This is an optimization exercise on Yosys and OpenROAD, whose aim is small area, a short achievable clock period and few clock cycles, not a production implementation. At most, simulation tests tie the RTL to the original design; equivalence was not proved. No functional check of the RTL was part of runs 1 and 2. Power is estimated from default activity; no workload was simulated.

==> design/flow/design.v <==
`timescale 1ns / 1ps
module arrange(
    output [7:0] max,
    output [7:0] med,
    output [7:0] min,
    input [7:0] a,
    input [7:0] b,
    input [7:0] c
    );
    wire x = a < b;
    wire y = a < c;
    wire z = b < c;
    assign max = (!x && !y) ? a : (!z ? b : c);
    assign min = ( x &&  y) ? a : ( z ? b : c);
    assign med = (x ^ y) ? a : ((x ^ z) ? c : b);
endmodule
`timescale 1ns / 1ps
module med_filter(
    output reg [7:0] out,
    output reg out_valid,
    output reg [15:0] addr_med,
    output reg finished,
    output reg [15:0] addr_im,
    input  [7:0] dout_im,
    input start,
    input rst,
    input clk
    );
   reg        running;
   reg [2:0]  ri;       
   reg [7:0]  rc;       
   reg        lastc;    
   reg        col_end;  
   wire last_rd  = (addr_im == 16'd50175);    
   always @(posedge clk) begin
      if (rst)
         running <= 0;
      else if (start && !running)
         running <= 1;
      else if (col_end && last_rd)
         running <= 0;
      if (rst || (start && !running)) begin
         ri <= 0;
         rc <= 0;
         lastc <= 0;
         col_end <= 0;
         addr_im <= 0;
      end else begin
         ri <= ri + 3'd1;
         col_end <= (ri == 3'd6);
         addr_im <= addr_im + (!col_end ? 16'd224 :           
                               !lastc   ? 16'hF9E1 :         
                                          16'hFE41);         
         if (col_end) begin
            rc <= lastc ? 8'd0 : rc + 8'd1;
            lastc <= (rc == 8'd222);
         end
      end
   end
   wire       rv = running && (ri[2] || ri[1]) && (rc[7:1] != 0);
   wire [1:0] rf = !rv ? 2'd0 : (ri != 3'd2) ? 2'd1 : (rc != 8'd2) ? 2'd2 : 2'd3;
   reg  [1:0] f1, f2, f3;
   reg        n_row, n_col, n_band;    
   always @(posedge clk) begin
      if (rst) begin
         f1 <= 0; f2 <= 0; f3 <= 0;
         n_row <= 0; n_col <= 0; n_band <= 0;
      end else begin
         f1 <= rf; f2 <= f1; f3 <= f2;
         n_row  <= (f3 == 2'd1);
         n_col  <= (f3 == 2'd2);
         n_band <= (f3 == 2'd3);
      end
   end
   reg [7:0] p [0:16];
   integer k;
   always @(posedge clk) begin
      p[0] <= dout_im;
      for (k = 1; k <= 16; k = k + 1) p[k] <= p[k-1];
   end
   wire [7:0] smax, smed, smin;
   arrange srow(.max(smax), .med(smed), .min(smin), .a(p[0]), .b(p[8]), .c(p[16]));
   reg [7:0] lo1, lo2, lo3, md1, md2, md3, hi1, hi2, hi3;
   always @(posedge clk) begin
      lo1 <= smin; lo2 <= lo1; lo3 <= lo2;
      md1 <= smed; md2 <= md1; md3 <= md2;
      hi1 <= smax; hi2 <= hi1; hi3 <= hi2;
   end
   wire lx = lo1 < lo2, ly = lo1 < lo3;
   wire mx = md1 < md2, my = md1 < md3;
   wire hx = hi1 < hi2, hy = hi1 < hi3;
   reg  lz, mz, hz;
   reg [7:0] lmax, mmed, hmin;
   always @(posedge clk) begin
      lz <= lx; mz <= mx; hz <= hx;
      lmax <= (!lx && !ly) ? lo1 : (!lz ? lo2 : lo3);
      hmin <= ( hx &&  hy) ? hi1 : ( hz ? hi2 : hi3);
      mmed <= (mx ^ my) ? md1 : ((mx ^ mz) ? md3 : md2);
   end
   wire [7:0] fmed;
   arrange sfin(.max(), .med(fmed), .min(), .a(lmax), .b(mmed), .c(hmin));
   always @(posedge clk) begin
      out <= fmed;
   end
   always @(posedge clk) begin
      if (rst) begin
         out_valid <= 0;
         finished <= 0;
      end else begin
         out_valid <= n_row || n_col || n_band;
         if (start && !running) finished <= 0;
         else if (n_row && addr_med == 16'd49061) finished <= 1;    
      end
      if (start && !running) addr_med <= 16'hFFFF;
      else addr_med <= addr_med + (({16{n_row}}  & 16'd222)  |
                                   ({16{n_col}}  & 16'hFBAB) |     
                                   ({16{n_band}} & 16'd1));
   end
endmodule
==> design/flow/flow/run.sh <==
#!/bin/bash
# Standard ORFS layout, with unrestricted resizing and plain buffers on the ports.
set -euo pipefail
bash standard.sh MATCH_CELL_FOOTPRINT=0 "BUFFER_PORTS_ARGS=-buffer_cell sky130_fd_sc_hd__buf_2" finish > standard.log 2>&1
==> design/flow/standard.sh <==
#!/bin/bash
# synth_recipe.tcl (not shown) runs the flow's synth.tcl, then flattens the netlist and writes it again
# the make line also repeats each setting of config.mk as NAME=value (left out here)
make -C /OpenROAD-flow-scripts/flow DESIGN_CONFIG=/design/flow/config.mk WORK_HOME=/design/flow/orfs CLKGATE_MAP_FILE= SYNTH_SCRIPT=/design/flow/synth_recipe.tcl "${@:-finish}"
==> design/flow/config.mk <==
export PLATFORM = sky130hd
export DESIGN_NAME = med_filter
export DESIGN_NICKNAME = med_filter
export VERILOG_FILES = /design/flow/design.v
export SDC_FILE = /design/flow/constraint.sdc
export NUM_CORES = 4
export LEC_CHECK = 0
export CAP_MARGIN = 20
export CORE_MARGIN = 2
export CORE_UTILIZATION = 40
export CTS_BUF_LIST = sky130_fd_sc_hd__clkbuf_16
export CTS_CLUSTER_DIAMETER = 80
export CTS_CLUSTER_SIZE = 25
export SETUP_SLACK_MARGIN = 2.3
export SLEW_MARGIN = 20
==> design/flow/constraint.sdc <==
create_clock -name core_clock -period 4.5 [get_ports {clk}]
set_input_delay 0.9000 -clock core_clock [delete_from_list [all_inputs] [get_ports {clk}]]
set_output_delay 0.9000 -clock core_clock [all_outputs]
set_load 0.01 [all_outputs]
==> results_dict.tcl, run 1 <==
set metrics [dict create \
    status "complete, no violations" \
    cts_tree "yes" \
    netlist.area_leader.share_pct 52.70 \
    regMostFlops "p" \
    vias_per_cell 4.903 \
    firstDrtPassIters 5 \
    drt_wl_total_mm 22.17 \
    hold_viol 0 \
    die_h_um 172.8 \
    route.detailed.drc 0 \
    place_inst 1523 \
    netlist_area_um2 11400 \
    ir_drop_mv 0.2796 \
    track_usage_pct 14.57 \
    dr.first_iter.drc_count 328 \
    yosysWarningCount 3 \
    finClkSkew_ns 0.01104 \
    async_flop_share_pct 0 \
    drive_above_1_share_pct 21.43 \
    hpwl_mm 15.45 \
    period_share_pct 53.65 \
    cp.required_ns 4.88 \
    startpoint_type "flip-flop" \
    fin_cells 1577 \
    clockBufferDepth 3 \
    reg_top3 "p: 136 flops, addr_im: 16 flops, addr_med: 16 flops" \
    grt_overflow_total 0 \
    seq_area_frac_synth_pct 52.70 \
    syn_to_final_growth_pct 18.02 \
    grt_max_degree 26 \
    grt_first_pass_wirelength_mm 36.43 \
    maxSlewViolCount 0 \
    critPathArrivalTime_ns 2.79 \
    crit_fanout 3 \
    synthTopCellsByArea "dfxtp_1 53%, ha_1 12%, a21oi_1 3.4%, o21ai_0 2.9%, inv_1 2.8%" \
    clkTransAtPathRegs_ns 0.10 \
    die_area_um2 29860 \
    p_int_w 0.004979 \
    io_buffers 52 \
    start_util_pct 40.80 \
    powerDensity_nw_per_um2 553.8 \
    h-tree-depth 1 \
    worstHoldPathType "reg2reg" \
    syn_inst 1113 \
    fin_ws_ns 2.086 \
    place.gp.congestion 0.8382 \
    cts_root_buf "clkbuf_16" \
    worstMarginPinSlew_ns 0.6555 \
    max-cap-violations 0 \
    numClockSinks 300 \
    rsz0062_at_grt "true" \
    criticalPathCategory "reg2reg" \
    dpl_cell_area_um2 12060 \
    combPwrFrac_pct 32.9 \
    max_clock_freq_ghz 0.4142 \
    num_rows 61 \
    endpoint_kind "flip-flop" \
    core-area_um2 27930 \
    num_vias 7732 \
    setup_viol 0 \
    dieWidth_um 172.8 \
    clock_latency_ns 0.50 \
    largest_reg_flops 136 \
    fin_crit_ns 2.414 \
    ios 53 \
    fin_setup_tns_ns 0 \
    numCtsBuffers 16 \
    clock_power_share_pct 21.3 \
    seqPwrFrac_pct 45.8 \
    yosys_register_bits 300 \
    place_ws_ns 1.819 \
    synth_edf_count 0 \
    synth_area_leader_cell "dfxtp_1" \
    synth_flop_cell "dfxtp_1" \
    synth.distinct_cells 71 \
    grt_pass1_vias 7304 \
    p_leak_nw 5.950 \
    nNetsFinal 1322 \
    n_fill_cell 2565 \
    antenna_cells 0 \
    wl_per_cell_um 14.06 \
    p_sw_w 0.002470 \
    ant_nets 0 \
    grt_antenna_before_repair 0 \
    p_sw_share_pct 33.16 \
    stdcell_area_um2 13450 \
    timing.slew.headroom_pct 56.30 \
    syn_nets 1238 \
    hold_buffers 0 \
    avgSynthCellArea_um2 10.24 \
    fin_util_pct 48.15 \
]
-- final timing paths --
check / startpoint / endpoint / slack [ns] / depth (start not counted)
max reg2reg: n_row$_SDFF_PP0_ / addr_med[15]$_SDFF_PP1_ / 2.09 / 8
max: n_row$_SDFF_PP0_ / addr_med[15]$_SDFF_PP1_ / 2.09 / 8
min: p[15][3]$_DFF_P_ / p[16][3]$_DFF_P_ / 0.32 / 0
min reg2reg: p[15][3]$_DFF_P_ / p[16][3]$_DFF_P_ / 0.32 / 0
-- critical path, cell delays in order (launching register included) --
cell and delay (ns):
dfxtp_4 0.35, or2_4 0.28, ha_4 0.21, a21o_1 0.17, and4_4 0.19, or4_4 0.43, a32oi_2 0.22, a21oi_1 0.09
or3b_1 0.34
-- power by group through the flow --
stage	clock (W)	sequential [W]	combinational, W
6_report	0.00158	0.00341	0.00245
5_1_grt	0.00174	0.00347	0.00276
4_1_cts	0.00165	0.00340	0.00215
3_5_place_dp	0	0.00346	0.00197
3_3_place_gp	0	0.00346	0.00194
2_1_floorplan	0	0.00332	0.00159
-- through the flow --
stage / hold WS [ns] / total power, W
global route: 0.3259 / 0.007964
global placement: 0.3096 / 0.005399
floorplan: 0.3096 / 0.004917
detailed placement: 0.3121 / 0.005436
finish: 0.3201 / 0.007449
CTS: 0.3249 / 0.007196
-- cell families after synthesis --
family / count (synthesis) / synth area share, %
DFF: 300 / 52.70
AOI/OAI and AO/OA: 225 / 12.30
muxes: 40 / 3.820
xor gates and xnor gates: 25 / 2.086
and+or+nand+nor: 303 / 12.95
adders and majority gates: 114 / 12.58
buffers and inverters: 106 / 3.568
-- layer usage --
metal | wire length, um | global-route usage [%]
met2 | 10060 | 23.88
met5 | 0 | 0
met1 | 10860 | 20.43
met3 | 846 | 1.825
met4 | 400 | 3.566
-- timing repair --
action / in CTS / in global routing
setup endpoints to repair: 73 / 56
setup buffers: 25 / 9
gates cloned: 0 / 0
resized for setup: 54 / 119
pin swaps: 12 / 27
-- cell usage after synthesis (all sizes together) (4+ instances only) --
library cell  number
a211oi             6
a21o              23
a21oi             80
and2               6
and3              12
buf                8
clkbuf            13
dfxtp            300
ha               113
inv               85
mux2              18
mux2i             22
nand2             83
nand2b            10
nand3             16
nand4             13
nor2              82
nor2b             13
nor3              35
nor3b              7
nor4               4
o21a               9
o21ai             71
o221a              8
or2                5
xnor2             10
xor2              15
-- final cells by class --
cell class	instances	area, um2	share of cell area [%]
Clock buffer	17	425.4	3.163
Clock inverter	3	57.56	0.4279
Inverter	85	322.8	2.400
Multi-Input combinational cell	707	5537	41.16
Sequential cell	300	6067	45.11
Tap cell	378	473.0	3.516
Timing Repair Buffer	87	568.0	4.223
-- layout by cell type, fill, tap and decap left out, types with 11 or more instances in the layout --
master	instances
a21oi_1	64
clkbuf_16	17
inv_1	80
dfxtp_1	265
nand4_1	13
buf_4	25
o21ai_0	47
and3_1	11
o21ai_1	16
nor3_1	29
mux2_2	18
nand3_1	14
a21o_1	21
mux2i_1	19
buf_2	52
ha_4	12
nand2_1	74
xor2_1	15
nor2b_1	12
a21oi_2	12
nor2_1	81
ha_1	100
dfxtp_2	28
==> inputs of run 2 (changes only) <==
--- a/design/flow/config.mk
+++ b/design/flow/config.mk
@@ -5,6 +5,7 @@
 export SDC_FILE = /design/flow/constraint.sdc
 export NUM_CORES = 4
 export LEC_CHECK = 0
+export ABC_AREA = 1
 export CAP_MARGIN = 20
 export CORE_MARGIN = 2
 export CORE_UTILIZATION = 40
==> run 2 against run 1 <==
Compared with the run above: sequential share of layout area up 1.3 points; largest cell class unchanged; highest routed layer unchanged; largest power group unchanged; via count up 8.8%; hold slack is essentially flat; clock power about the same.
==> results_dict.tcl, run 2 <==
set metrics [dict create \
    status "complete, no violations" \
    track_usage_pct 14.33 \
    dieWidth_um 175.1 \
    synthTopCellsByArea "dfxtp_1 51%, ha_1 12%, nand2_1 7.8%, inv_1 6.1%, nand3_1 4.9%" \
    path_common_cell "nand2_1" \
    wl_per_cell_um 12.26 \
    path_delay_family "adder cells" \
    num_rows 62 \
    syn_nets 1460 \
    h-tree-depth 1 \
    avgSynthCellArea_um2 8.772 \
    numClockSinks 300 \
    syn_inst 1335 \
    min_to "p[8][7]$_DFF_P_" \
    synth.distinct_cells 45 \
    max_clock_freq_ghz 0.4597 \
    synth_area_leader_cell "dfxtp_1" \
    seq_area_frac_synth_pct 51.29 \
    fin_crit_ns 2.175 \
    timing.rr.start "p[0][5]$_DFF_P_" \
    firstDrtPassIters 5 \
    dr.first_iter.drc_count 459 \
    core-area_um2 28780 \
    finClkSkew_ns 0.02339 \
    numCtsBuffers 17 \
    nNetsFinal 1524 \
    maxSlewViolCount 0 \
    timing.slew.headroom_pct 68.23 \
    crit_chain "ha_1, nand2_1, a21oi_1, nor2_1, nand2_1, inv_1, nand2_1, ha_4, clkinvlp_4, nand3_1, nand2_1" \
    grt_overflow_total 0 \
    hold_viol 0 \
    place.gp.congestion 0.8724 \
    yosys_register_bits 300 \
    async_flop_share_pct 0 \
    yosys.cell_count.top_type "dfxtp_1" \
    drt_wl_total_mm 21.91 \
    clockBufferDepth 3 \
    synth_flop_cell "dfxtp_1" \
    antenna_cells 0 \
    max-cap-violations 0 \
    grt_max_degree 35 \
    num_vias 8415 \
    synth_edf_count 0 \
    final_common_cell "dfxtp_1" \
    cts_root_buf "clkbuf_16" \
    setup_viol 0 \
    p_leak_nw 6.354 \
    fin_util_pct 45.09 \
    die_h_um 175.1 \
    ant_nets 0 \
    grt.met2_usage_pct 22.98 \
    critPathArrivalTime_ns 2.56 \
    grt_first_pass_wirelength_mm 36.69 \
    netlist_area_um2 11710 \
    powerDensity_nw_per_um2 543.9 \
    io_buffers 52 \
    worstMarginPinSlew_ns 0.4749 \
    ir_drop_mv 0.3201 \
    die_area_um2 30660 \
    start_util_pct 40.69 \
    crit_fanout 8 \
    fin_setup_tns_ns 0 \
    r2r_slack_ns 2.32 \
    cp.required_ns 4.88 \
    crit_slowest_cell "dfxtp_1" \
    hp-start "p[7][7]$_DFF_P_" \
    clkTransAtPathRegs_ns 0.09 \
    cts_tree "yes" \
    drive_above_1_share_pct 11.04 \
    whs_ns 0.3198 \
    largest_reg_flops 136 \
    reg_top3 "p: 136 flops, addr_im: 16 flops, addr_med: 16 flops" \
    hpwl_mm 16.62 \
    period_share_pct 48.34 \
    rsz0062_at_grt "true" \
    n_fill_cell 2787 \
    syn_to_final_growth_pct 10.82 \
    regMostFlops "p" \
    min_path_cells 0 \
    use_met3_pct 2.154 \
    grt_antenna_before_repair 0 \
    hold_buffers 0 \
    endpoint_kind "flip-flop" \
    ios 53 \
    worstHoldPathType "reg2reg" \
    ff2ff_path_depth 11 \
    layout_common_cells "293 x dfxtp_1, 243 x nand2_1, 190 x inv_1" \
    startpoint_type "flip-flop" \
    busiest_layer "met2" \
    use_met1_pct 20.03 \
    clock_latency_ns 0.50 \
    grt_pass1_vias 7732 \
    synth_common_cells "300 x dfxtp_1, 244 x nand2_1, 190 x inv_1" \
    route.detailed.drc 0 \
    max_stage_delay_ns 0.47 \
    vias_per_cell 4.706 \
    yosysWarningCount 3 \
    cp_num_buf_inv 2 \
    criticalPathCategory "reg2reg" \
    netlist.area_leader.share_pct 51.29 \
    reg2reg_to "md1[0]$_DFF_P_" \
]
## run 2: worst max path at each step
stage | cells past startpoint | slack [ns] | startpoint | end
5_1_grt | 9 | 2.21 | n_row$_SDFF_PP0_ | addr_med[12]$_SDFF_PP1_
6_report | 11 | 2.32 | p[0][5]$_DFF_P_ | md1[0]$_DFF_P_
4_1_cts | 12 | 2.30 | p[8][5]$_DFF_P_ | md1[0]$_DFF_P_
2_1_floorplan | 12 | 2.49 | p[16][1]$_DFF_P_ | md1[0]$_DFF_P_
3_3_place_gp | 7 | 1.95 | start | rc[3]$_SDFFE_PP0P_
3_5_place_dp | 7 | 1.85 | start | rc[3]$_SDFFE_PP0P_
## run 2: logic make-up after synthesis
kind of cell / after synthesis / share of synthesized area [%]
simple gates: 499 / 19.20
flops: 300 / 51.29
buf+inv: 212 / 7.105
compound gates: 207 / 9.937
fa+ha+maj: 114 / 12.24
xor+xnor: 3 / 0.2244
## run 2: where the power goes
| group | switching, W | internal (W) | total (W) | leakage (nW) |
|---|---|---|---|---|
| combinational | 0.00137 | 0.000791 | 0.00216 | 3.59 |
| sequential | 0.000268 | 0.00306 | 0.00333 | 2.51 |
| clock | 0.000854 | 0.000717 | 0.00157 | 0.249 |
## run 2: what timing repair did
item,in CTS,in global routing
pin swaps,0,2
gates resized for setup,5,15
buffers inserted,0,6
setup endpoints to repair,26,33
## run 2: per-layer routing
metal / part of all wire [%] / up-vias
met3: 4.3 / 36
met5: 0 / -
met1: 50 / 3715
met2: 44 / 188
met4: 2.5 / 0
li1: - / 4476
## run 2: final cells by class
class | instances | area, um2 | share of cell area (%)
clock buffers | 17 | 425.4 | 3.278
inverters | 198 | 747.0 | 5.756
clock inverters | 7 | 77.57 | 0.5978
flip-flops and latches | 300 | 6020 | 46.38
repair buffers | 59 | 312.8 | 2.410
well taps | 384 | 480.5 | 3.702
multi-input cells | 823 | 4915 | 37.87
## run 2: metrics by stage
| stage | total power, W | setup slack [ns] | area [um2] | std cells |
|---|---|---|---|---|
| 3_5_place_dp | 0.005539 | 1.852 | 12370 | 1758 |
| 3_3_place_gp | 0.005473 | 1.946 | 12370 | 1758 |
| 4_1_cts | 0.007135 | 2.301 | 12880 | 1782 |
| 6_report | 0.007059 | 2.325 | 12980 | 1788 |
| 5_1_grt | 0.007650 | 2.210 | 12980 | 1788 |
| 2_1_floorplan | 0.004971 | 2.488 | 11710 | 1335 |
==> inputs of run 3 (changes only) <==
--- a/design/flow/design.v
+++ b/design/flow/design.v
@@ -31,6 +31,8 @@
    reg [7:0]  rc;       
    reg        lastc;    
    reg        col_end;  
+   reg        ce_col;   
+   reg        ce_band;  
    wire last_rd  = (addr_im == 16'd50175);    
    always @(posedge clk) begin
       if (rst)
@@ -44,13 +46,16 @@
          rc <= 0;
          lastc <= 0;
          col_end <= 0;
+         ce_col <= 0;
+         ce_band <= 0;
          addr_im <= 0;
       end else begin
          ri <= ri + 3'd1;
          col_end <= (ri == 3'd6);
-         addr_im <= addr_im + (!col_end ? 16'd224 :           
-                               !lastc   ? 16'hF9E1 :         
-                                          16'hFE41);         
+         ce_col  <= (ri == 3'd6) && !lastc;
+         ce_band <= (ri == 3'd6) && lastc;
+         addr_im <= addr_im + {{5{col_end}}, ce_band, ce_band, ce_col, !ce_band, 1'b1,
+                               !ce_band, 4'b0000, col_end};
          if (col_end) begin
             rc <= lastc ? 8'd0 : rc + 8'd1;
             lastc <= (rc == 8'd222);
@@ -61,15 +66,19 @@
    wire [1:0] rf = !rv ? 2'd0 : (ri != 3'd2) ? 2'd1 : (rc != 8'd2) ? 2'd2 : 2'd3;
    reg  [1:0] f1, f2, f3;
    reg        n_row, n_col, n_band;    
+   reg        n_rc, n_cb;              
    always @(posedge clk) begin
       if (rst) begin
          f1 <= 0; f2 <= 0; f3 <= 0;
          n_row <= 0; n_col <= 0; n_band <= 0;
+         n_rc <= 0; n_cb <= 0;
       end else begin
          f1 <= rf; f2 <= f1; f3 <= f2;
          n_row  <= (f3 == 2'd1);
          n_col  <= (f3 == 2'd2);
          n_band <= (f3 == 2'd3);
+         n_rc   <= (f3 == 2'd1) || (f3 == 2'd2);
+         n_cb   <= (f3 == 2'd2) || (f3 == 2'd3);
       end
    end
    reg [7:0] p [0:16];
@@ -112,8 +121,7 @@
          else if (n_row && addr_med == 16'd49061) finished <= 1;    
       end
       if (start && !running) addr_med <= 16'hFFFF;
-      else addr_med <= addr_med + (({16{n_row}}  & 16'd222)  |
-                                   ({16{n_col}}  & 16'hFBAB) |     
-                                   ({16{n_band}} & 16'd1));
+      else addr_med <= addr_med + {{5{n_col}}, 1'b0, n_col, n_col, n_rc, n_row, n_col,
+                                   n_row, n_rc, n_row, n_rc, n_cb};
    end
 endmodule
--- a/design/flow/config.mk
+++ b/design/flow/config.mk
@@ -5,7 +5,6 @@
 export SDC_FILE = /design/flow/constraint.sdc
 export NUM_CORES = 4
 export LEC_CHECK = 0
-export ABC_AREA = 1
 export CAP_MARGIN = 20
 export CORE_MARGIN = 2
 export CORE_UTILIZATION = 40
==> run 3 against run 2 <==
Compared with the run above: still clean on timing, DRC and antenna; design area increased by 3.5%; flip-flop and latch count increased by 4; clock-buffer cell count unchanged; critical path type unchanged; largest power group unchanged.
==> results_dict.tcl, run 3 <==
set metrics [dict create \
    reg_top3 "p: 136 flops, addr_im: 16 flops, addr_med: 16 flops" \
    synth.distinct_cells 58 \
    drt_wl_total_mm 21.55 \
    yosysWarningCount 3 \
    syn_to_final_growth_pct 18.97 \
    layout_common_cells "264 x dfxtp_1, 107 x ha_1, 85 x inv_1" \
    async_flop_share_pct 0 \
    dr.first_iter.drc_count 307 \
    avgSynthCellArea_um2 10.58 \
    startpoint_type "flip-flop" \
    maxSlewViolCount 0 \
    crit_slowest_cell "or4_4" \
    clockBufferDepth 3 \
    worstHoldPathType "reg2reg" \
    max_stage_delay_ns 0.49 \
    cts_root_buf "clkbuf_16" \
    max-cap-violations 0 \
    stdcell_area_um2 13430 \
    path_delay_family "simple AND/OR/NAND/NOR gates" \
    crit_chain "inv_2, ha_4, a2111oi_4, nor3_2, or4_4, or3_4, a21oi_1, nor3_1" \
    core-area_um2 27780 \
    p_int_w 0.005084 \
    ant_nets 0 \
    clock_latency_ns 0.52 \
    ios 53 \
    timing.slew.headroom_pct 49.19 \
    cp.required_ns 4.91 \
    io_buffers 52 \
    synthTopCellsByArea "dfxtp_1 54%, ha_1 13%, inv_1 2.9%, o21ai_0 2.5%, nand2_1 2.5%" \
    firstDrtPassIters 4 \
    setup_viol 0 \
    die_area_um2 29580 \
    powerDensity_nw_per_um2 567.6 \
    grt_pass1_vias 7240 \
    clkTransAtPathRegs_ns 0.09 \
    criticalPathCategory "reg2reg" \
    yosys.cell_count.top_type "dfxtp_1" \
    hpwl_mm 15.06 \
    hold_viol 0 \
    dieWidth_um 172.0 \
    seq_area_frac_synth_pct 53.92 \
    num_rows 61 \
    netlist_area_um2 11290 \
    numCtsBuffers 17 \
    netlist.area_leader.share_pct 53.92 \
    finClkSkew_ns 0.02150 \
    synth_flop_cell "dfxtp_1" \
    vias_per_cell 4.816 \
    place.gp.congestion 0.8398 \
    die_h_um 172.0 \
    grt_overflow_total 0 \
    syn_nets 1197 \
    grt_first_pass_wirelength_mm 35.37 \
    synth_area_leader_cell "dfxtp_1" \
    dpl_cell_area_um2 11980 \
    crit_fanout 8 \
    synth_edf_count 0 \
    p_leak_nw 6.022 \
    syn_inst 1067 \
    route.detailed.drc 0 \
    nNetsFinal 1288 \
    largest_reg_flops 136 \
    fin_setup_tns_ns 0 \
    regMostFlops "p" \
    fin_crit_ns 2.353 \
    max_clock_freq_ghz 0.4250 \
    antenna_cells 0 \
    numClockSinks 304 \
    ir_drop_mv 0.3329 \
    cp_num_buf_inv 1 \
    grt_antenna_before_repair 0 \
    hold_buffers 0 \
    worstMarginPinSlew_ns 0.7622 \
    track_usage_pct 14.62 \
    critPathArrivalTime_ns 2.76 \
    combPwrFrac_pct 33.9 \
    num_vias 7421 \
    seqPwrFrac_pct 45.2 \
    wl_per_cell_um 13.99 \
    start_util_pct 40.63 \
    status "complete, no violations" \
    cts_tree "yes" \
    h-tree-depth 1 \
    rsz0062_at_grt "true" \
    p_sw_w 0.002538 \
    grt_max_degree 26 \
    synth_common_cells "304 x dfxtp_1, 118 x ha_1, 88 x inv_1" \
    clock_power_share_pct 20.9 \
    p_sw_share_pct 33.29 \
    yosys_register_bits 304 \
    period_share_pct 52.29 \
    final_common_cell "dfxtp_1" \
    drive_above_1_share_pct 21.67 \
    endpoint_kind "flip-flop" \
]
run 3: layer usage:
metal | vias to the layer above | share of wire [%] | GRT usage [%]
met5 | - | 0 | 0
met4 | 0 | 2.2 | 3.946
met3 | 36 | 3.6 | 2.106
met2 | 96 | 44 | 23.49
met1 | 3442 | 50 | 20.63
li1 | 3847 | - | -
run 3: worst paths after layout:
check	slack (ns)	endpoint	startpoint	cells past startpoint
min	0.32	p[5][4]$_DFF_P_	p[4][4]$_DFF_P_	0
max reg2reg	2.15	out[5]$_DFF_P_	hmin[1]$_DFF_P_	8
min reg2reg	0.32	p[5][4]$_DFF_P_	p[4][4]$_DFF_P_	0
max	2.15	out[5]$_DFF_P_	hmin[1]$_DFF_P_	8
run 3: final cells by class:
type | count | area (um2)
fill | 2554 | 14350
sequential | 304 | 6163
multi-input combinational | 658 | 5354
timing repair buffer | 89 | 606.8
tap | 378 | 473.0
clock buffer | 17 | 425.4
inverter | 88 | 330.3
clock inverter | 7 | 75.07
run 3: power groups by stage:
stage | clock network (W) | logic (W) | registers (W)
CTS | 0.00166 | 0.00216 | 0.00344
finish | 0.00159 | 0.00258 | 0.00345
detailed placement | 0 | 0.00185 | 0.00349
global route | 0.00174 | 0.00290 | 0.00350
global placement | 0 | 0.00180 | 0.00348
floorplan | 0 | 0.00146 | 0.00336
run 3: cell families (layout without fill, tap and decap cells):
kind of cell | after synthesis | count (layout) | synth area share, %
AO/OA/AOI/OAI | 196 | 196 | 10.97
XOR/XNOR | 39 | 39 | 3.193
adder cells (fa/ha/maj) | 119 | 119 | 13.26
buffers and inverters | 105 | 201 | 3.592
flip-flops | 304 | 304 | 53.92
multiplexers | 43 | 43 | 4.013
AND/OR/NAND/NOR | 261 | 261 | 11.05
run 3: what timing repair did:
item                       in CTS  in global routing
setup endpoints to repair      69                 72
gates resized for setup        58                107
buffers inserted               15                 22
gates cloned                    0                  0
pin swaps                      18                 38
run 3: stage by stage:
stage / utilization, % / instances / power, W / hold WS (ns) / setup WS, ns
2_1_floorplan: - / 1067 / 0.004821 / 0.3096 / 2.321
3_3_place_gp: 43.10 / 1480 / 0.005286 / 0.3098 / 1.955
3_5_place_dp: 43.10 / 1480 / 0.005335 / 0.3121 / 1.910
4_1_cts: 46.26 / 1519 / 0.007254 / 0.3235 / 2.177
5_1_grt: 48.33 / 1541 / 0.008147 / 0.3287 / 2.073
6_report: 48.33 / 1541 / 0.007622 / 0.3167 / 2.147
Testbench counts of run 3, summed over its fixed seeds: cycles 795,708.
==> inputs of run 4 (changes only) <==
--- a/design/flow/config.mk
+++ b/design/flow/config.mk
@@ -5,11 +5,12 @@
 export SDC_FILE = /design/flow/constraint.sdc
 export NUM_CORES = 4
 export LEC_CHECK = 0
+export ABC_AREA = 1
 export CAP_MARGIN = 20
 export CORE_MARGIN = 2
 export CORE_UTILIZATION = 40
 export CTS_BUF_LIST = sky130_fd_sc_hd__clkbuf_16
 export CTS_CLUSTER_DIAMETER = 80
 export CTS_CLUSTER_SIZE = 25
-export SETUP_SLACK_MARGIN = 2.3
+export SETUP_SLACK_MARGIN = 2.7
 export SLEW_MARGIN = 20
==> run 4 against run 3 <==
Compared with the run above: still clean; non-clock buffer count increased by 13; via count is 20% higher; hold slack worse by 0.0032 ns; setup slack gained 0.37 ns; die area grew 5.0%; sequential share of layout area fell by 3.3 points; total power is 1.8% higher; largest power group unchanged.
==> results_dict.tcl, run 4 <==
set metrics [dict create \
    clkTransAtPathRegs_ns 0.09 \
    ir_drop_mv 0.2862 \
    fin_setup_tns_ns 0 \
    num_vias 8890 \
    yosys.cell_count.top_type "dfxtp_1" \
    ff2ff_path_depth 11 \
    start_util_pct 40.33 \
    firstDrtPassIters 7 \
    powerDensity_nw_per_um2 532.5 \
    p_leak_nw 6.845 \
    syn_to_final_growth_pct 22.90 \
    criticalPathCategory "reg2reg" \
    crit_fanout 9 \
    crit_chain "inv_1, ha_1, nand2_1, a21oi_1, nor2_1, nand2_1, inv_1, nand2_2, ha_4, clkinvlp_4, o21ai_0" \
    yosysWarningCount 3 \
    antenna_cells 0 \
    synthTopCellsByArea "dfxtp_1 51%, ha_1 12%, nand2_1 7.7%, inv_1 5.9%, nand3_1 4.7%" \
    synth_area_leader_cell "dfxtp_1" \
    grt_overflow_total 0 \
    max_clock_freq_ghz 0.5043 \
    drt_wl_total_mm 24.43 \
    clockBufferDepth 3 \
    max-cap-violations 0 \
    min_path_cells 0 \
    p_sw_w 0.002813 \
    num_rows 63 \
    n_fill_cell 2739 \
    hpwl_mm 16.74 \
    vias_per_cell 4.759 \
    path_delay_family "adder cells" \
    worstHoldPathType "reg2reg" \
    synth_common_cells "304 x dfxtp_1, 243 x nand2_1, 187 x inv_1" \
    hp-start "p[5][4]$_DFF_P_" \
    final_common_cell "dfxtp_1" \
    netlist_area_um2 11860 \
    ios 53 \
    grt_first_pass_wirelength_mm 38.81 \
    io_buffers 52 \
    route.detailed.drc 0 \
    cp_num_buf_inv 3 \
    h-tree-depth 1 \
    cp.required_ns 4.92 \
    grt_max_degree 35 \
    p_sw_share_pct 36.25 \
    max_stage_delay_ns 0.38 \
    synth.distinct_cells 46 \
    rsz0062_at_grt "true" \
    synth_flop_cell "dfxtp_1" \
    avgSynthCellArea_um2 8.739 \
    crit_slowest_cell "dfxtp_2" \
    min_to "p[6][4]$_DFF_P_" \
    dieWidth_um 176.2 \
    syn_inst 1357 \
    core-area_um2 29400 \
    wl_per_cell_um 13.08 \
    netlist.area_leader.share_pct 51.32 \
    hold_viol 0 \
    timing.rr.start "p[8][5]$_DFF_P_" \
    power.total_w 0.007761 \
    clock_power_share_pct 22.2 \
    maxSlewViolCount 0 \
    dr.first_iter.drc_count 563 \
    nNetsFinal 1602 \
    critPathArrivalTime_ns 2.41 \
    regMostFlops "p" \
    grt_pass1_vias 8186 \
    endpoint_kind "flip-flop" \
    layout_common_cells "225 x dfxtp_1, 221 x nand2_1, 173 x inv_1" \
    numClockSinks 304 \
    seqPwrFrac_pct 44.1 \
    startpoint_type "flip-flop" \
    drive_above_1_share_pct 25.24 \
    r2r_slack_ns 2.52 \
    numCtsBuffers 18 \
    setup_viol 0 \
    yosys_register_bits 304 \
    die_area_um2 31040 \
    synth_edf_count 0 \
    clock_latency_ns 0.51 \
    worstMarginPinSlew_ns 0.4879 \
    reg2reg_to "hi1[1]$_DFF_P_" \
    whs_ns 0.3135 \
    reg_top3 "p: 136 flops, addr_im: 16 flops, addr_med: 16 flops" \
    grt_antenna_before_repair 0 \
    die_h_um 176.2 \
    cts_tree "yes" \
    period_share_pct 44.07 \
    status "complete, no violations" \
    combPwrFrac_pct 33.7 \
    finClkSkew_ns 0.02367 \
    seq_area_frac_synth_pct 51.32 \
    async_flop_share_pct 0 \
    fin_crit_ns 1.983 \
    cts_root_buf "clkbuf_16" \
    largest_reg_flops 136 \
    syn_nets 1487 \
    p_int_w 0.004948 \
    ant_nets 0 \
    place.gp.congestion 0.8338 \
    timing.slew.headroom_pct 67.43 \
    track_usage_pct 15.08 \
]
==> run 4: routing by layer <==
layer / global-route usage, % / routed length (um) / vias to the layer above
met5: 0 / 0 / -
met2: 24.95 / 11240 / 150
met3: 2.153 / 946 / 41
li1: - / - / 4656
met1: 20.64 / 11740 / 4043
met4: 4.098 / 505 / 0
==> run 4: how the worst max path moves through the flow <==
stage | startpoint | to | slack, ns | cells after the start
detailed placement | start | rc[2]$_SDFFE_PP0P_ | 2.01 | 8
global placement | start | rc[6]$_SDFFE_PP0P_ | 2.05 | 8
floorplan | p[8][5]$_DFF_P_ | md1[1]$_DFF_P_ | 2.71 | 13
finish | p[8][5]$_DFF_P_ | hi1[1]$_DFF_P_ | 2.52 | 11
global route | p[16][1]$_DFF_P_ | lo1[5]$_DFF_P_ | 2.45 | 13
CTS | p[16][1]$_DFF_P_ | lo1[3]$_DFF_P_ | 2.55 | 13
==> run 4: layout make-up <==
type / instances / area [um2] / share of cell area [%]
Inverter: 196 / 759.5 / 5.211
Timing Repair Buffer: 102 / 922.1 / 6.327
Timing Repair inverter: 1 / 7.507 / 0.05151
Multi-Input combinational cell: 849 / 5612 / 38.50
Clock inverter: 7 / 95.09 / 0.6525
Sequential cell: 304 / 6215 / 42.64
Clock buffer: 19 / 475.5 / 3.262
Tap cell: 390 / 488.0 / 3.348
==> run 4: kinds of logic after synthesis <==
family / share of synthesized area [%]
AND/OR/NAND/NOR: 18.57
AO/OA/AOI/OAI: 10.21
buffers and inverters: 6.911
adder cells (fa/ha/maj): 12.62
XOR/XNOR: 0.3693
flip-flops: 51.32
==> run 4: through the flow <==
step           instance area, um2  setup WS (ns)  util [%]  std cells
2_1_floorplan               11870          2.710         -       1357
3_3_place_gp                12530          2.054     42.61       1786
3_5_place_dp                12530          2.013     42.61       1786
4_1_cts                     13870          2.551     47.17       1852
5_1_grt                     14570          2.447     49.57       1868
6_report                    14570          2.517     49.57       1868
==> run 4: power groups by stage <==
stage / registers (W) / clock network [W] / logic (W)
after floorplan: 0.00334 / 0 / 0.00168
after global placement: 0.00344 / 0 / 0.00207
after detailed placement: 0.00344 / 0 / 0.00212
after CTS: 0.00338 / 0.00180 / 0.00220
after global routing: 0.00347 / 0.00190 / 0.00302
final: 0.00342 / 0.00173 / 0.00262
==> run 4: worst register-to-register path, cell delays in order (launching register included) <==
cell and delay (ns):
dfxtp_2 0.38, inv_1 0.08, ha_1 0.30, nand2_1 0.06, a21oi_1 0.12, nor2_1 0.05, nand2_1 0.12, inv_1 0.06
nand2_2 0.10, ha_4 0.22, clkinvlp_4 0.20, o21ai_0 0.24
==> run 4: timing repair <==
item / 4_1_cts / 5_1_grt
endpoints found under the hold margin: 0 / 0
setup buffers: 39 / 11
cloned: 1 / 5
pin swaps: 17 / 33
resized for setup: 146 / 153
hold buffers: 0 / 0
setup endpoints to repair: 92 / 121
==> inputs of run 5 (changes only) <==
--- a/design/flow/config.mk
+++ b/design/flow/config.mk
@@ -12,5 +12,5 @@
 export CTS_BUF_LIST = sky130_fd_sc_hd__clkbuf_16
 export CTS_CLUSTER_DIAMETER = 80
 export CTS_CLUSTER_SIZE = 25
-export SETUP_SLACK_MARGIN = 2.7
+export SETUP_SLACK_MARGIN = 2.6
 export SLEW_MARGIN = 20
==> run 5 against run 4 <==
Compared with the run above: clock skew fell by 0.0045 ns; synthesized cell count did not move; total power fell by 5.2%; maximum frequency fell by 0.74%; clock power fell by 9%; critical path type unchanged; critical endpoint is now lo1[2]$_DFF_P_.
==> results_dict.tcl, run 5 <==
set metrics [dict create \
    place.gp.congestion 0.8648 \
    worstHoldPathType "reg2reg" \
    period_share_pct 44.39 \
    die_area_um2 31040 \
    final_common_cell "dfxtp_1" \
    netlist.area_leader.share_pct 51.32 \
    use_met1_pct 20.87 \
    cts_tree "yes" \
    wl_per_cell_um 12.62 \
    p_sw_w 0.002613 \
    startpoint_type "flip-flop" \
    track_usage_pct 14.78 \
    dr.first_iter.drc_count 549 \
    multiInputGateArea_um2 5202 \
    yosys.cell_count.top_type "dfxtp_1" \
    firstDrtPassIters 5 \
    numCtsBuffers 17 \
    max_clock_freq_ghz 0.5006 \
    crit_start "p[0][1]$_DFF_P_" \
    start_util_pct 40.33 \
    combPwrFrac_pct 32.8 \
    cts_root_buf "clkbuf_16" \
    grt_antenna_before_repair 0 \
    regMostFlops "p" \
    fin_crit_ns 1.998 \
    async_flop_share_pct 0 \
    ant_nets 0 \
    synthTopCellsByArea "dfxtp_1 51%, ha_1 12%, nand2_1 7.7%, inv_1 5.9%, nand3_1 4.7%" \
    fin_setup_tns_ns 0 \
    numClockSinks 304 \
    hold_buffers 0 \
    drive_above_1_share_pct 19.26 \
    reg_top3 "p: 136 flops, addr_im: 16 flops, addr_med: 16 flops" \
    timing.rr.start "p[0][1]$_DFF_P_" \
    grt_first_pass_wirelength_mm 38.46 \
    synth_flop_cell "dfxtp_1" \
    busiest_layer "met2" \
    criticalPathCategory "reg2reg" \
    num_rows 63 \
    synth_edf_count 0 \
    cp.required_ns 4.87 \
    syn_inst 1357 \
    r2r_slack_ns 2.50 \
    grt.met2_usage_pct 24.61 \
    maxSlewViolCount 0 \
    seq_area_frac_synth_pct 51.32 \
    endpoint_kind "flip-flop" \
    seqPwrFrac_pct 46.0 \
    critPathArrivalTime_ns 2.37 \
    yosysWarningCount 3 \
    final-seq-area_um2 6182 \
    grt_max_degree 35 \
    synth_area_leader_cell "dfxtp_1" \
    yosys_register_bits 304 \
    core-area_um2 29400 \
    reg2reg_to "lo1[2]$_DFF_P_" \
    ios 53 \
    finClkSkew_ns 0.01919 \
    worstMarginPinSlew_ns 0.4782 \
    p_sw_share_pct 35.51 \
    ff2ff_path_depth 12 \
    clockBufferDepth 3 \
    die_h_um 176.2 \
    ir_drop_mv 0.3773 \
    vias_per_cell 4.720 \
    grt_pass1_vias 8101 \
    h-tree-depth 1 \
    power.total_w 0.007359 \
    num_vias 8750 \
    synth_common_cells "304 x dfxtp_1, 243 x nand2_1, 187 x inv_1" \
    p_int_w 0.004746 \
    hold_viol 0 \
    dieWidth_um 176.2 \
    grt_overflow_total 0 \
    clock_power_share_pct 21.3 \
    hpwl_mm 16.77 \
    clock_latency_ns 0.49 \
    syn_nets 1487 \
    synth.distinct_cells 46 \
    route.detailed.drc 0 \
    powerDensity_nw_per_um2 531.3 \
    max-cap-violations 0 \
    use_met3_pct 1.701 \
    p_leak_nw 6.656 \
    timing.slew.headroom_pct 68.07 \
    netlist_area_um2 11860 \
    clkTransAtPathRegs_ns 0.09 \
    crit_fanout 6 \
    n_fill_cell 2795 \
    avgSynthCellArea_um2 8.739 \
    largest_reg_flops 136 \
    status "complete, no violations" \
    setup_viol 0 \
    io_buffers 52 \
    layout_common_cells "247 x dfxtp_1, 226 x nand2_1, 180 x inv_1" \
    cp-endpoint "lo1[2]$_DFF_P_" \
    antenna_cells 0 \
    drt_wl_total_mm 23.39 \
    rsz0062_at_grt "true" \
    nNetsFinal 1589 \
    syn_to_final_growth_pct 16.81 \
]
run 5: cell count changes in the layout (fill, tap and decap cells not counted), sizes merged:
cell / delta
buf: -8
clkbuf: -2
clkinv: -1
clkinvlp: -1
inv: +2
nand2: -4
run 5: worst min-delay path by stage:
stage / start / endpoint / slack [ns] / cells past startpoint
after global placement: p[2][2]$_DFF_P_ / p[3][2]$_DFF_P_ / 0.31 / 0
after global routing: p[13][1]$_DFF_P_ / p[14][1]$_DFF_P_ / 0.33 / 0
final: p[7][4]$_DFF_P_ / p[8][4]$_DFF_P_ / 0.32 / 0
after floorplan: p[9][0]$_DFF_P_ / p[10][0]$_DFF_P_ / 0.31 / 0
after CTS: p[7][7]$_DFF_P_ / p[8][7]$_DFF_P_ / 0.33 / 0
after detailed placement: p[11][2]$_DFF_P_ / p[12][2]$_DFF_P_ / 0.31 / 0
run 5: layout make-up:
| cell class | count | area share (%) |
|---|---|---|
| timing repair inverter | 1 | 0.05420 |
| tap | 390 | 3.523 |
| sequential | 304 | 44.63 |
| clock inverter | 7 | 0.4426 |
| timing repair buffer | 94 | 5.302 |
| clock buffer | 17 | 3.071 |
| inverter | 196 | 5.420 |
| multi-input combinational | 845 | 37.56 |
run 5: kinds of logic after synthesis:
family / share of synthesized area (%)
adder cells (fa/ha/maj): 12.62
AO/OA/AOI/OAI: 10.21
AND/OR/NAND/NOR: 18.57
flip-flops: 51.32
XOR/XNOR: 0.3693
buffers and inverters: 6.911
run 5: stage by stage:
| stage | hold WS [ns] | instances | setup WS [ns] | util [%] | area (um2) |
|---|---|---|---|---|---|
| finish | 0.3200 | 1854 | 2.502 | 47.11 | 13850 |
| global route | 0.3279 | 1854 | 2.409 | 47.11 | 13850 |
| floorplan | 0.3096 | 1357 | 2.607 | - | 11860 |
| detailed placement | 0.3121 | 1786 | 2.061 | 42.60 | 12530 |
| global placement | 0.3102 | 1786 | 2.053 | 42.60 | 12530 |
| CTS | 0.3253 | 1829 | 2.597 | 45.46 | 13370 |
run 5: routing by layer:
layer | wire length [um] | part of all wire, % | vias to the layer above
met5 | 0 | 0 | -
met4 | 287 | 1.2 | 0
met3 | 910 | 3.9 | 25
met2 | 10660 | 46 | 166
met1 | 11530 | 49 | 3946
li1 | - | - | 4613
run 5: critical path, stage by stage (launching register included):
cell     delay [ns]
dfxtp_4        0.37
buf_6          0.13
ha_1           0.29
nand2_1        0.07
nand2_1        0.05
nand2_1        0.07
nand2_2        0.09
a21oi_4        0.24
ha_4           0.22
buf_6          0.13
a21oi_1        0.04
o21ai_1        0.10
o21ai_1        0.08
run 5: power groups by stage:
stage / clock (W) / combinational (W) / sequential [W]
after global placement: 0 / 0.00207 / 0.00344
after global routing: 0.00173 / 0.00280 / 0.00343
after floorplan: 0 / 0.00168 / 0.00334
after CTS: 0.00163 / 0.00217 / 0.00338
final: 0.00157 / 0.00241 / 0.00338
after detailed placement: 0 / 0.00212 / 0.00345
run 5: what timing repair did:
action,4_1_cts,5_1_grt
setup endpoints to repair,71,91
endpoints found under the hold margin,0,0
gates resized for setup,93,92
setup buffers,18,24
pin swaps,6,13
gates cloned,1,1
==> inputs of run 6 (changes only) <==
--- a/design/flow/config.mk
+++ b/design/flow/config.mk
@@ -12,5 +12,5 @@
 export CTS_BUF_LIST = sky130_fd_sc_hd__clkbuf_16
 export CTS_CLUSTER_DIAMETER = 80
 export CTS_CLUSTER_SIZE = 25
-export SETUP_SLACK_MARGIN = 2.6
+export SETUP_SLACK_MARGIN = 2.3
 export SLEW_MARGIN = 20
==> run 6 against run 5 <==
Compared with the run above: still clean on timing, DRC and antenna; register-to-register slack worse by 0.08 ns; flip-flop and latch count is the same; via count is 2.5% lower; synthesized cell count is the same; critical path depth unchanged; first-iteration DRC count is 24% lower; sequential power about the same; design area decreased by 5.5%; largest power group unchanged.
==> results_dict.tcl, run 6 <==
set metrics [dict create \
    clkTransAtPathRegs_ns 0.09 \
    synth_flop_cell "dfxtp_1" \
    core-area_um2 29400 \
    seqPwrFrac_pct 47.3 \
    drt_wl_total_mm 22.08 \
    final_common_cell "dfxtp_1" \
    cp.required_ns 4.89 \
    h-tree-depth 1 \
    seq_area_frac_synth_pct 51.32 \
    firstDrtPassIters 5 \
    track_usage_pct 14.33 \
    crit_fanout 8 \
    rsz0062_at_grt "true" \
    syn_nets 1487 \
    worstHoldPathType "reg2reg" \
    synthTopCellsByArea "dfxtp_1 51%, ha_1 12%, nand2_1 7.7%, inv_1 5.9%, nand3_1 4.7%" \
    hpwl_mm 16.75 \
    grt_max_degree 35 \
    fin_crit_ns 2.078 \
    maxSlewViolCount 0 \
    power.total_w 0.007135 \
    numCtsBuffers 17 \
    startpoint_type "flip-flop" \
    vias_per_cell 4.712 \
    num_vias 8533 \
    hold_viol 0 \
    dieWidth_um 176.2 \
    syn_inst 1357 \
    wl_met1_mm 11.06 \
    wl_per_cell_um 12.19 \
    netlist.area_leader.share_pct 51.32 \
    highest_layer "met4" \
    n_fill_cell 2896 \
    place.gp.congestion 0.8571 \
    syn_to_final_growth_pct 10.40 \
    ff2ff_path_depth 12 \
    numClockSinks 304 \
    ios 53 \
    fin_ws_ns 2.422 \
    p_int_w 0.004651 \
    yosys.cell_count.top_type "dfxtp_1" \
    stdcell_area_um2 13090 \
    dpl_cell_area_um2 12530 \
    hold_buffers 0 \
    reg_top3 "p: 136 flops, addr_im: 16 flops, addr_med: 16 flops" \
    endpoint_kind "flip-flop" \
    max_clock_freq_ghz 0.4813 \
    antenna_cells 0 \
    timing.slew.headroom_pct 44.82 \
    setup_viol 0 \
    fin_setup_tns_ns 0 \
    nNetsFinal 1547 \
    place_ws_ns 2.009 \
    ant_nets 0 \
    die_area_um2 31040 \
    io_buffers 52 \
    ir_drop_mv 0.4059 \
    critPathArrivalTime_ns 2.46 \
    clock_latency_ns 0.49 \
    async_flop_share_pct 0 \
    cts_root_buf "clkbuf_16" \
    yosysWarningCount 3 \
    finClkSkew_ns 0.01679 \
    max-cap-violations 0 \
    netlist_area_um2 11860 \
    num_rows 63 \
    drive_above_1_share_pct 9.852 \
    grt_overflow_total 0 \
    status "complete, no violations" \
    criticalPathCategory "reg2reg" \
    synth_area_leader_cell "dfxtp_1" \
    largest_reg_flops 136 \
    p_sw_share_pct 34.82 \
    combPwrFrac_pct 30.1 \
    p_sw_w 0.002485 \
    synth_edf_count 0 \
    layout_common_cells "300 x dfxtp_1, 243 x nand2_1, 185 x inv_1" \
    fin_util_pct 44.53 \
    grt_first_pass_wirelength_mm 37.29 \
    period_share_pct 46.17 \
    synth_common_cells "304 x dfxtp_1, 243 x nand2_1, 187 x inv_1" \
    clockBufferDepth 3 \
    p_leak_nw 6.372 \
    grt_antenna_before_repair 0 \
    clock_power_share_pct 22.6 \
    min_path_cells 0 \
    powerDensity_nw_per_um2 545.0 \
    synth.distinct_cells 46 \
    met2RoutedLength_mm 9.831 \
    cts_tree "yes" \
    start_util_pct 40.33 \
    worstMarginPinSlew_ns 0.8267 \
    regMostFlops "p" \
    avgSynthCellArea_um2 8.739 \
    wl_met3_um 891 \
    dr.first_iter.drc_count 415 \
    route.detailed.drc 0 \
    grt_pass1_vias 7876 \
    yosys_register_bits 304 \
    die_h_um 176.2 \
]
run 6: layer usage:
layer  track usage, %  vias up
met2            23.40      125
met3            2.067       21
met4            3.340        0
li1                 -     4513
met5                0        -
met1            20.08     3874
run 6: worst max-delay path: stages (launching register included):
cell	delay [ns]
dfxtp_1	0.39
inv_1	0.09
ha_1	0.29
nand2_1	0.09
a21oi_1	0.04
nor2_1	0.08
nand2_1	0.11
inv_1	0.09
nand2_2	0.10
ha_4	0.31
clkinvlp_4	0.18
nand3_1	0.13
nand2_1	0.07
run 6: power groups by stage:
stage	logic (W)	clock network [W]	registers [W]
floorplan	0.00168	0	0.00334
global placement	0.00207	0	0.00344
detailed placement	0.00212	0	0.00344
CTS	0.00214	0.00169	0.00338
global route	0.00254	0.00179	0.00343
finish	0.00215	0.00162	0.00337
run 6: logic make-up (layout without fill, tap and decap cells):
family | after synthesis | after routing | synth area share [%]
compound gates | 216 | 216 | 10.21
xor+xnor | 5 | 5 | 0.3693
fa+ha+maj | 119 | 119 | 12.62
buf+inv | 209 | 273 | 6.911
flops | 304 | 304 | 51.32
simple gates | 504 | 504 | 18.57
run 6: metrics by stage:
step                instances  hold slack [ns]
finish                   1811           0.3184
global route             1811           0.3177
CTS                      1809           0.3105
detailed placement       1786           0.3121
global placement         1786           0.3096
floorplan                1357           0.3096
run 6: path summary, 6_finish.rpt:
kind,startpoint,endpoint,slack (ns)
max,p[8][7]$_DFF_P_,md1[5]$_DFF_P_,2.42
min,p[1][2]$_DFF_P_,p[2][2]$_DFF_P_,0.32
max reg2reg,p[8][7]$_DFF_P_,md1[5]$_DFF_P_,2.42
min reg2reg,p[1][2]$_DFF_P_,p[2][2]$_DFF_P_,0.32
run 6: area by class of cell:
type / instances / area (um2) / area share [%]
well taps: 390 / 488.0 / 3.727
multi-input cells: 844 / 4989 / 38.10
clock buffers: 17 / 425.4 / 3.249
flip-flops and latches: 304 / 6091 / 46.52
repair buffers: 54 / 275.3 / 2.102
inverters: 196 / 742.0 / 5.667
clock inverters: 6 / 82.58 / 0.6307
run 6: repair_timing:
action,CTS,global route
setup endpoints to repair,15,29
gates resized for setup,2,10
pin swaps,0,1
endpoints found under the hold margin,0,0
buffers inserted,0,2
==> inputs of run 7 (changes only) <==
--- a/design/flow/config.mk
+++ b/design/flow/config.mk
@@ -8,9 +8,10 @@
 export ABC_AREA = 1
 export CAP_MARGIN = 20
 export CORE_MARGIN = 2
-export CORE_UTILIZATION = 40
+export CORE_UTILIZATION = 55
 export CTS_BUF_LIST = sky130_fd_sc_hd__clkbuf_16
 export CTS_CLUSTER_DIAMETER = 80
 export CTS_CLUSTER_SIZE = 25
-export SETUP_SLACK_MARGIN = 2.3
+export PLACE_DENSITY = 0.7
+export SETUP_SLACK_MARGIN = 2.5
 export SLEW_MARGIN = 20
==> run 7 against run 6 <==
Compared with the run above: still clean on timing, DRC and antenna; hold slack better by 0.0064 ns; flip-flop and latch count unchanged; clock-buffer cell count unchanged; critical path depth unchanged; critical path type unchanged.
==> results_dict.tcl, run 7 <==
set metrics [dict create \
    status "complete, no violations" \
    p_sw_w 0.002553 \
    track_usage_pct 20.21 \
    drive_above_1_share_pct 13.10 \
    syn_to_final_growth_pct 10.56 \
    synth_area_leader_cell "dfxtp_1" \
    powerDensity_nw_per_um2 546.6 \
    whs_ns 0.3248 \
    dieWidth_um 150.8 \
    synth.distinct_cells 46 \
    antenna_cells 0 \
    period_share_pct 45.05 \
    regMostFlops "p" \
    n_fill_cell 1811 \
    numClockSinks 304 \
    final_common_cell "dfxtp_1" \
    clock_power_share_pct 22.0 \
    grt_antenna_before_repair 0 \
    netlist_area_um2 11860 \
    cp_num_cells 12 \
    p_sw_share_pct 35.62 \
    fin_crit_ns 2.027 \
    core-area_um2 21090 \
    place_ws_ns 2.038 \
    hpwl_mm 16.49 \
    fin_cells 1703 \
    num_rows 53 \
    clkTransAtPathRegs_ns 0.09 \
    path_common_cell "nand2_1" \
    cp-endpoint "md1[3]$_DFF_P_" \
    rsz0062_at_grt "true" \
    clockBufferDepth 3 \
    largest_reg_flops 136 \
    vias_per_cell 5.069 \
    grt_overflow_total 0 \
    synth_common_cells "304 x dfxtp_1, 243 x nand2_1, 187 x inv_1" \
    async_flop_share_pct 0 \
    layout_common_cells "281 x dfxtp_1, 237 x nand2_1, 183 x inv_1" \
    h-tree-depth 1 \
    worstMarginPinSlew_ns 0.5396 \
    crit_slowest_cell "dfxtp_1" \
    yosysWarningCount 3 \
    r2r_slack_ns 2.47 \
    dr.first_iter.drc_count 613 \
    ir_drop_mv 0.3956 \
    cts_tree "yes" \
    place_inst 1671 \
    synthXorXnorAreaFrac_pct 0.3693 \
    die_h_um 150.8 \
    die_area_um2 22750 \
    endpoint_kind "flip-flop" \
    grt_first_pass_wirelength_mm 37.70 \
    synth-simple-area-share_pct 18.57 \
    max_clock_freq_ghz 0.4933 \
    ios 53 \
    cts_root_buf "clkbuf_16" \
    clock_latency_ns 0.51 \
    multiInputGateArea_um2 5079 \
    hold_viol 0 \
    io_buffers 52 \
    cp.required_ns 4.91 \
    startpoint_type "flip-flop" \
    grt_pass1_vias 8078 \
    p_int_w 0.004614 \
    final-seq-area_um2 6125 \
    wl_per_cell_um 13.38 \
    p_leak_nw 6.405 \
    maxSlewViolCount 0 \
    criticalPathCategory "reg2reg" \
    start_util_pct 56.24 \
    max-cap-violations 0 \
    timing.rr.start "p[8][1]$_DFF_P_" \
    combPwrFrac_pct 30.9 \
    path_delay_family "simple AND/OR/NAND/NOR gates" \
    syn_inst 1357 \
    reg2reg_to "md1[3]$_DFF_P_" \
    synth_edf_count 0 \
    timing.slew.headroom_pct 63.83 \
    place.gp.congestion 0.9154 \
    seqPwrFrac_pct 47.1 \
    seq_area_frac_synth_pct 51.32 \
    max_stage_delay_ns 0.41 \
    crit_start "p[8][1]$_DFF_P_" \
    synthMuxAreaShare_pct 0 \
    critPathArrivalTime_ns 2.43 \
    crit_fanout 8 \
    reg_top3 "p: 136 flops, addr_im: 16 flops, addr_med: 16 flops" \
    yosys.cell_count.top_type "dfxtp_1" \
    syn_nets 1487 \
    firstDrtPassIters 5 \
    numCtsBuffers 17 \
    worstHoldPathType "reg2reg" \
    fin_ws_ns 2.473 \
    ff2ff_path_depth 12 \
    ant_nets 0 \
    synthTopCellsByArea "dfxtp_1 51%, ha_1 12%, nand2_1 7.7%, inv_1 5.9%, nand3_1 4.7%" \
    nNetsFinal 1553 \
    synth_flop_cell "dfxtp_1" \
    drt_wl_total_mm 22.78 \
    finClkSkew_ns 0.02306 \
    route.detailed.drc 0 \
    yosys_register_bits 304 \
    crit_chain "inv_1, ha_1, nand2_1, nand2_1, nand2_1, nand2_2, nand2_1, nand2_2, ha_4, clkinvlp_4, nand3_2, nand2_2" \
    netlist.area_leader.share_pct 51.32 \
    setup_viol 0 \
    synth_top_family_by_area "simple AND/OR/NAND/NOR gates" \
    avgSynthCellArea_um2 8.739 \
    synth_compound_area_share_pct 10.21 \
    num_vias 8632 \
    synthAdderAreaFrac_pct 12.62 \
    fin_util_pct 62.18 \
    grt_max_degree 35 \
    fin_setup_tns_ns 0 \
    cp_num_buf_inv 2 \
]
==> run 7: cell count changes in the layout (fill, tap and decap cells not counted), sizes merged <==
cell      before  now
buf           54   59
clkinvlp       2    5
clkinv         3    5
inv          196  194
bufinv         1    0
==> run 7: kinds of logic (layout without fill, tap and decap cells) <==
kind of cell / Yosys count / count (layout)
buffers and inverters: 209 / 280
and+or+nand+nor: 504 / 504
xor gates and xnor gates: 5 / 5
DFF: 304 / 304
adders and majority gates: 119 / 119
AOI/OAI and AO/OA: 216 / 216
==> run 7: how the worst min path moves through the flow <==
stage | endpoint | start | depth (start not counted) | slack, ns
after floorplan | p[10][0]$_DFF_P_ | p[9][0]$_DFF_P_ | 0 | 0.31
after global placement | p[8][6]$_DFF_P_ | p[7][6]$_DFF_P_ | 0 | 0.31
after detailed placement | p[10][7]$_DFF_P_ | p[9][7]$_DFF_P_ | 0 | 0.31
after CTS | p[10][7]$_DFF_P_ | p[9][7]$_DFF_P_ | 0 | 0.32
after global routing | p[15][1]$_DFF_P_ | p[14][1]$_DFF_P_ | 0 | 0.33
final | p[15][1]$_DFF_P_ | p[14][1]$_DFF_P_ | 0 | 0.32
==> run 7: metrics by stage <==
stage / instance area [um2] / power, W
5_1_grt: 13110 / 0.007762
3_5_place_dp: 12380 / 0.005570
3_3_place_gp: 12380 / 0.005492
4_1_cts: 12920 / 0.007158
2_1_floorplan: 11860 / 0.005018
6_report: 13110 / 0.007167
==> run 7: power by group through the flow <==
stage / logic [W] / clock network, W / registers, W
2_1_floorplan: 0.00168 / 0 / 0.00334
3_3_place_gp: 0.00207 / 0 / 0.00342
3_5_place_dp: 0.00214 / 0 / 0.00344
4_1_cts: 0.00215 / 0.00163 / 0.00337
5_1_grt: 0.00261 / 0.00173 / 0.00342
6_report: 0.00222 / 0.00158 / 0.00337
==> run 7: layout make-up <==
type | count | share of cell area (%)
clock buffer | 17 | 3.245
clock inverter | 7 | 0.5439
inverter | 196 | 5.716
multi-input combinational | 844 | 38.73
sequential | 304 | 46.71
tap | 275 | 2.624
timing repair buffer | 59 | 2.386
timing repair inverter | 1 | 0.03817
==> run 7: per-layer routing <==
layer  track usage, %  routed length [um]  vias to the layer above
met4            5.935                 570                        0
li1                 -                   -                     4539
met2            32.77               10100                      187
met5                0                   0                        -
met3            2.831                 938                       51
met1            28.25               11180                     3855
==> run 7: what timing repair did <==
| action | 4_1_cts | 5_1_grt |
|---|---|---|
| buffers inserted | 1 | 6 |
| endpoints found under the hold margin | 0 | 0 |
| hold buffers | 0 | 0 |
| gates cloned | 0 | 1 |
| gates resized for setup | 12 | 49 |
| pin swaps | 0 | 12 |
| endpoints found under the setup margin | 33 | 46 |
==> inputs of run 8 (changes only) <==
--- a/design/flow/config.mk
+++ b/design/flow/config.mk
@@ -8,10 +8,9 @@
 export ABC_AREA = 1
 export CAP_MARGIN = 20
 export CORE_MARGIN = 2
-export CORE_UTILIZATION = 55
+export CORE_UTILIZATION = 40
 export CTS_BUF_LIST = sky130_fd_sc_hd__clkbuf_16
 export CTS_CLUSTER_DIAMETER = 80
 export CTS_CLUSTER_SIZE = 25
-export PLACE_DENSITY = 0.7
 export SETUP_SLACK_MARGIN = 2.5
 export SLEW_MARGIN = 20
==> run 8 against run 7 <==
Compared with the run above: register-to-register slack improved by 0.08 ns; via count decreased by 0.73%; area after synthesis did not move; wire length fell by 1.4%; critical path depth down 11; setup slack better by 0.071 ns.
==> results_dict.tcl, run 8 <==
set metrics [dict create \
    reg_top3 "p: 136 flops, addr_im: 16 flops, addr_med: 16 flops" \
    startpoint_type "flip-flop" \
    dr.first_iter.drc_count 421 \
    io_buffers 52 \
    rsz0062_at_grt "true" \
    cts_tree "yes" \
    h-tree-depth 1 \
    p_leak_nw 6.412 \
    nNetsFinal 1554 \
    avgSynthCellArea_um2 8.739 \
    syn_inst 1357 \
    cts_root_buf "clkbuf_16" \
    crit_fanout 8 \
    status "complete, no violations" \
    max_clock_freq_ghz 0.5112 \
    fin_cells 1819 \
    start_util_pct 40.33 \
    cp.required_ns 3.60 \
    seq_area_frac_synth_pct 51.32 \
    drive_above_1_share_pct 12.04 \
    syn_to_final_growth_pct 11.46 \
    final_common_cell "dfxtp_1" \
    netlist.area_leader.share_pct 51.32 \
    place_ws_ns 2.061 \
    track_usage_pct 14.38 \
    max-cap-violations 0 \
    powerDensity_nw_per_um2 540.1 \
    clockBufferDepth 3 \
    endpoint_kind "output pin" \
    num_vias 8569 \
    clock_latency_ns 0.49 \
    fin_ws_ns 2.544 \
    synth_flop_cell "dfxtp_1" \
    fin_setup_tns_ns 0 \
    clkTransAtPathRegs_ns 0.09 \
    hpwl_mm 16.77 \
    num_rows 63 \
    drt_wl_total_mm 22.47 \
    syn_nets 1487 \
    timing.slew.headroom_pct 63.84 \
    die_h_um 176.2 \
    criticalPathCategory "reg2out" \
    maxSlewViolCount 0 \
    firstDrtPassIters 7 \
    grt_max_degree 35 \
    grt_pass1_vias 7922 \
    wl_per_cell_um 12.35 \
    largest_reg_flops 136 \
    critPathArrivalTime_ns 1.06 \
    worstHoldPathType "reg2reg" \
    yosys.cell_count.top_type "dfxtp_1" \
    core-area_um2 29400 \
    setup_viol 0 \
    fin_util_pct 44.96 \
    async_flop_share_pct 0 \
    n_fill_cell 2868 \
    numClockSinks 304 \
    hold_viol 0 \
    numCtsBuffers 17 \
    yosys_register_bits 304 \
    route.detailed.drc 0 \
    die_area_um2 31040 \
    ir_drop_mv 0.3778 \
    fin_crit_ns 1.956 \
    netlist_area_um2 11860 \
    synthTopCellsByArea "dfxtp_1 51%, ha_1 12%, nand2_1 7.7%, inv_1 5.9%, nand3_1 4.7%" \
    max_stage_delay_ns 0.41 \
    dieWidth_um 176.2 \
    regMostFlops "p" \
    synth_edf_count 0 \
    grt_first_pass_wirelength_mm 37.54 \
    crit_chain "buf_2" \
    vias_per_cell 4.711 \
    place.gp.congestion 0.8648 \
    grt_overflow_total 0 \
    place_inst 1786 \
    ant_nets 0 \
    period_share_pct 43.47 \
    path_delay_family "flip-flops" \
    grt_antenna_before_repair 0 \
    crit_slowest_cell "dfxtp_2" \
    antenna_cells 0 \
    cp_num_buf_inv 1 \
    layout_common_cells "288 x dfxtp_1, 241 x nand2_1, 184 x inv_1" \
    finClkSkew_ns 0.01821 \
    synth_common_cells "304 x dfxtp_1, 243 x nand2_1, 187 x inv_1" \
    yosysWarningCount 3 \
    synth_area_leader_cell "dfxtp_1" \
    worstMarginPinSlew_ns 0.5395 \
    synth.distinct_cells 46 \
    ios 53 \
]
## run 8: cell counts after synthesis
No cell type changed its count.
## run 8: routing by layer
metal  track usage [%]  vias up  part of all wire (%)
li1                  -     4543                     -
met2             23.71      132                    45
met4             2.720        0                   1.2
met3             1.680       24                   3.5
met5                 0        -                     0
met1             20.45     3870                    50
## run 8: power by group
group | internal [W] | switching, W
Sequential | 0.00310 | 0.000284
Clock | 0.000710 | 0.000857
Combinational | 0.000805 | 0.00138
## run 8: kinds of logic after synthesis
family                   synth area share (%)
flip-flops                              51.32
XOR/XNOR                               0.3693
buffers and inverters                   6.911
AND/OR/NAND/NOR                         18.57
adder cells (fa/ha/maj)                 12.62
AO/OA/AOI/OAI                           10.21
## run 8: cell type report
cell class / instances / area [um2] / area share [%]
sequential: 304 / 6113 / 46.25
multi-input combinational: 844 / 5050 / 38.21
inverter: 196 / 747.0 / 5.651
tap: 390 / 488.0 / 3.692
clock buffer: 17 / 425.4 / 3.218
timing repair buffer: 60 / 327.8 / 2.480
clock inverter: 7 / 61.31 / 0.4638
timing repair inverter: 1 / 5.005 / 0.03786
## run 8: what timing repair did
item | 4_1_cts | 5_1_grt
endpoints found under the setup margin | 34 | 48
hold buffers | 0 | 0
gates resized for setup | 14 | 46
buffers inserted | 0 | 8
gates cloned | 0 | 1
pin swaps | 0 | 6
## run 8: per-stage QoR
| stage | total power [W] | instance area [um2] | hold slack (ns) |
|---|---|---|---|
| floorplan | 0.005018 | 11860 | 0.3096 |
| global placement | 0.005506 | 12530 | 0.3102 |
| detailed placement | 0.005571 | 12530 | 0.3121 |
| CTS | 0.007167 | 13050 | 0.3276 |
| global route | 0.007743 | 13220 | 0.3279 |
| finish | 0.007138 | 13220 | 0.3220 |
## run 8: worst register-to-register path: stages, from the launching register on
cell and delay (ns):
dfxtp_1 0.34, inv_1 0.10, ha_1 0.31, nand2_1 0.07
or2_2 0.31, nand3_2 0.11, inv_2 0.06, ha_4 0.18
inv_1 0.20, o21ai_0 0.13
## run 8: worst paths after layout
path | startpoint | to | slack [ns] | depth (start not counted)
min | p[7][7]$_DFF_P_ | p[8][7]$_DFF_P_ | 0.32 | 0
max reg2reg | p[16][7]$_DFF_P_ | lo1[3]$_DFF_P_ | 2.55 | 9
min reg2reg | p[7][7]$_DFF_P_ | p[8][7]$_DFF_P_ | 0.32 | 0
max | addr_im[6]$_SDFF_PP0_ | addr_im[6] | 2.54 | 1

==> separate check: timing with driven ports <==
The results above use ideal ports. As a check the final layouts listed here were re-extracted and re-timed, cells and wires unchanged. Step 1 sets driving cells, clkbuf_16 on the clock port and buf_2 on the other inputs (assumed; they add their load-dependent delay and slew). Step 2 moves the port delays by t, midway between the first and last clock arrival at a register: inputs arrive t later, outputs are due t later. That takes back most of the time a late clock gives input paths. a / b / c = ideal / step 1 / step 2; a / b = the first two.
run | t, ns | slack for setup (ns) | worst setup path at the end | worst slew at a driven data input, ns | cell pins on the clock port's net
run 1 | 0.543 | 2.086 / 2.086 / 2.086 | register to register | 0.04 | 1
run 2 | 0.543 | 2.325 / 2.325 / 2.217 | input to register | 0.03 | 1
run 3 | 0.555 | 2.147 / 2.147 / 2.147 | register to register | 0.03 | 1
run 4 | 0.554 | 2.517 / 2.517 / 2.330 | input to register | 0.03 | 1
run 5 | 0.529 | 2.502 / 2.502 / 2.264 | input to register | 0.03 | 1
run 6 | 0.536 | 2.422 / 2.397 / 2.055 | input to register | 0.03 | 1
run 7 | 0.548 | 2.473 / 2.473 / 2.147 | input to register | 0.03 | 1
run 8 | 0.529 | 2.544 / 2.498 / 2.168 | input to register | 0.03 | 1
After both steps every run listed still meets setup and hold. The setup slack of run 8, which loses most, moves by -0.046 ns with the drivers and by -0.376 ns with both steps.
